What follows belongs to an exercise in optimizing a design on an open flow for small area and a short achievable clock period; a production flow would make more cautious choices.
Only simulation tests tie the RTL to the original design; equivalence was not proved.
Power figures rest on the tool's default switching activity, not on a simulated workload.

Design rfg_host, start of the top module:
module rfg_host (
    input  wire        clk,
    input  wire        resn,
    input  wire [7:0]  s_axis_tdata,
    input  wire        s_axis_tvalid,
    output wire        s_axis_tready,
    input  wire [7:0]  s_axis_tid,
    output wire [7:0]  m_axis_tdata,
    output wire        m_axis_tvalid,
    input  wire        m_axis_tready,
    output wire        m_axis_tlast,
    output wire [7:0]  m_axis_tid,
    output wire [7:0]  m_axis_tdest,
    output wire        debug_got_byte,
    output wire [3:0]  debug_state,
    input  wire [15:0]   hk_xadc_temperature,
    input  wire          hk_xadc_temperature_write,
    input  wire [15:0]   hk_xadc_vccint,
    input  wire          hk_xadc_vccint_write,
    output wire [31:0]   hk_conversion_trigger,
    output wire          hk_conversion_trigger_interrupt,
    input  wire          hk_stat_conversions_counter_enable,
    output wire [7:0]    hk_ctrl,
    output wire [2:0]    hk_ctrl_select_adc,
    output wire [7:0]    hk_adcdac_mosi_fifo_m_axis_tdata,
    output wire          hk_adcdac_mosi_fifo_m_axis_tvalid,
    input  wire          hk_adcdac_mosi_fifo_m_axis_tready,
    output wire          hk_adcdac_mosi_fifo_m_axis_tlast,
    input  wire [7:0]    hk_adc_miso_fifo_s_axis_tdata,
    input  wire          hk_adc_miso_fifo_s_axis_tvalid,
    output wire          hk_adc_miso_fifo_s_axis_tready,
    input  wire [31:0]   hk_adc_miso_fifo_read_size,
    input  wire          hk_adc_miso_fifo_read_size_write,
  ...
export LEC_CHECK = 0
export CAP_MARGIN = 10
export CORE_AREA = 10 10 305 305
export CTS_CLUSTER_DIAMETER = 120
export CTS_CLUSTER_SIZE = 25
export DIE_AREA = 0 0 315 315
export SETUP_SLACK_MARGIN = 3.4
export SLEW_MARGIN = 20
create_clock -name core_clock -period 6.0 [get_ports {clk}]
standard.sh (not shown) runs the stock make flow with config.mk's settings and CLKGATE_MAP_FILE= SYNTH_SCRIPT=/design/flow/synth_recipe.tcl, a recipe that flattens the netlist after the stock synthesis.
==> flow/flow/run.sh <==
#!/bin/bash
set -o pipefail
cp standard.sh standard_sh_copy.log
export BUFFER_PORTS_ARGS="-buffer_cell sky130_fd_sc_hd__buf_1"
bash standard.sh > standard.log 2>&1
The first run passed the timing, DRC and antenna checks.
Rerun with:
Settings changed: CORE_AREA 10 10 305 305 to 10 10 335 335, DIE_AREA 0 0 315 315 to 0 0 345 345.
The new run produced a clean layout.
First-iteration DRC count came out lower by 23%.
Register-to-register slack is better by 40 ps.
Utilization drops by 11 points.
Critical path depth stays the same.
Wire length increases by about 3.7%.
Die area climbs by about 20%.
Worst setup slack degrades by 26 ps.
Sequential share of layout area decreases by 0.41 points.
Clock-buffer cell count is higher by 1.
Total power came out higher by 0.72%.
Hold slack gets better by 30 ps.
Rerun with:
Settings changed: CORE_AREA 10 10 335 335 to 10 10 320 320, DIE_AREA 0 0 345 345 to 0 0 330 330.
Effect: Non-clock buffer count drops by 39. Flip-flop and latch count is unchanged. Power drops by 0.91%.
Rerun with:
Settings changed: CORE_AREA 10 10 320 320 to 10 10 335 335, CTS_CLUSTER_DIAMETER 120 to 80, CTS_CLUSTER_SIZE 25 to 20, DIE_AREA 0 0 330 330 to 0 0 345 345.
Clock skew hardly moves.
Total power rises by 6.7%.
Fmax rises by 2.3%.
Final area rises by 1.8%.
Via count falls by 0.91%.
Sequential cell count does not change.
Combinational power rises by about 4%.
Synthesized area stays the same.
Die area rises by 9.3%.
Global-route usage falls by 2.5 points.
Rerun with:
Settings changed: CORE_AREA 10 10 335 335 to 10 10 350 350, CTS_CLUSTER_DIAMETER 80 to 120, CTS_CLUSTER_SIZE 20 to 25, DIE_AREA 0 0 345 345 to 0 0 360 360, GPL_TIMING_DRIVEN set to 0.
- clock skew climbs by 21 ps
- core utilization falls by 2.0 points
- cell count climbs by 7.2%
- via count came out higher by 8.0%
- clock power fell by 16%
- non-clock buffer count goes up by 417
- routed wire length went up by 17%
- worst setup slack got worse by 190 ps
- total power is lower by 1.2%

* * *

rfg_host again, from the RTL that the note above started with.
==> flow/design.v (excerpt) <==
module rfg_host (
    input  wire        clk,
    input  wire        resn,
    input  wire [7:0]  s_axis_tdata,
    input  wire        s_axis_tvalid,
    output wire        s_axis_tready,
    input  wire [7:0]  s_axis_tid,
    output wire [7:0]  m_axis_tdata,
    output wire        m_axis_tvalid,
    input  wire        m_axis_tready,
    output wire        m_axis_tlast,
    output wire [7:0]  m_axis_tid,
    output wire [7:0]  m_axis_tdest,
    output wire        debug_got_byte,
    output wire [3:0]  debug_state,
    input  wire [15:0]   hk_xadc_temperature,
    input  wire          hk_xadc_temperature_write,
    input  wire [15:0]   hk_xadc_vccint,
    input  wire          hk_xadc_vccint_write,
    output wire [31:0]   hk_conversion_trigger,
    output wire          hk_conversion_trigger_interrupt,
    input  wire          hk_stat_conversions_counter_enable,
    output wire [7:0]    hk_ctrl,
    output wire [2:0]    hk_ctrl_select_adc,
    output wire [7:0]    hk_adcdac_mosi_fifo_m_axis_tdata,
    output wire          hk_adcdac_mosi_fifo_m_axis_tvalid,
    input  wire          hk_adcdac_mosi_fifo_m_axis_tready,
  ...
==> flow/config.mk <==
export PLATFORM = sky130hd
export DESIGN_NAME = rfg_host
export DESIGN_NICKNAME = rfg_host
export VERILOG_FILES = /design/flow/design.v
export SDC_FILE = /design/flow/constraint.sdc
export NUM_CORES = 4
export LEC_CHECK = 0
export CAP_MARGIN = 10
export CORE_AREA = 10 10 320 320
export CTS_CLUSTER_DIAMETER = 80
export CTS_CLUSTER_SIZE = 20
export DIE_AREA = 0 0 330 330
export SETUP_SLACK_MARGIN = 3.4
export SLEW_MARGIN = 20
==> flow/constraint.sdc <==
create_clock -name core_clock -period 6.0 [get_ports {clk}]
set_input_delay 1.2000 -clock core_clock [delete_from_list [all_inputs] [get_ports {clk}]]
set_output_delay 1.2000 -clock core_clock [all_outputs]
set_load 0.01 [all_outputs]
Scripts as last shown in full above: flow/flow/run.sh
The first run completed without violations.
Edit:
Settings changed: CAP_MARGIN 10 to 20, CORE_AREA 10 10 320 320 to 10 10 365 365, CTS_CLUSTER_DIAMETER 80 to 120, CTS_CLUSTER_SIZE 20 to 25, DIE_AREA 0 0 330 330 to 0 0 375 375.
Effect:
- core utilization fell by 14 points
- cell area rises slightly
- global-route usage fell by 6.5 points
- clock power went down by roughly a tenth
- sequential power stays flat
- power falls slightly
- non-clock buffer count came out higher by 82
- setup slack barely changes
- critical path depth decreases by 5
Edit:
Settings changed: CAP_MARGIN 20 to 10.
Effect: The new run completed without violations; utilization stays the same; cell area stays the same; clock power barely changes.

-- separate check: timing with driven ports --
In the flow no input, the clock included, has a driving cell. The finished layouts below were timed again as built, in two steps.
Step 1 sets driving cells, clkbuf_16 on the clock port and buf_2 on the other inputs (assumed; they add their load-dependent delay and slew).
Step 2 also shifts input and output timing later by t, the mid clock arrival at the registers, as if the neighbouring blocks saw the same clock.
Three values: ideal, step 1, step 2; two values: the first two.
run	t, ns	setup slack, ns	clock arrival spread, ns	worst slew at a driven data input, ns	pins driven straight from the clock port
the first run of note 1	0.736	3.320 / 3.236 / 2.501	0.058 / 0.057	0.26	1
the second run of note 1	0.791	3.294 / 3.213 / 2.618	0.052 / 0.052	0.15	1
the third run of note 1	0.774	3.302 / 3.200 / 2.426	0.030 / 0.030	0.26	1
the fourth run of note 1	0.760	3.363 / 3.234 / 2.473	0.031 / 0.031	0.31	1
the fifth run of note 1	0.804	3.170 / 3.091 / 2.494	0.051 / 0.051	0.15	1
the first run of note 2	0.750	3.248 / 3.241 / 2.515	0.033 / 0.033	0.24	1
the second run of note 2	0.799	3.249 / 3.166 / 2.597	0.041 / 0.042	0.26	1
the third run of note 2	0.799	3.249 / 3.166 / 2.597	0.041 / 0.042	0.26	1
After both steps setup and hold are still met in every run listed. The setup slack of the fourth run of note 1, which loses most, moves by -0.129 ns with the drivers and by -0.890 ns with both steps.
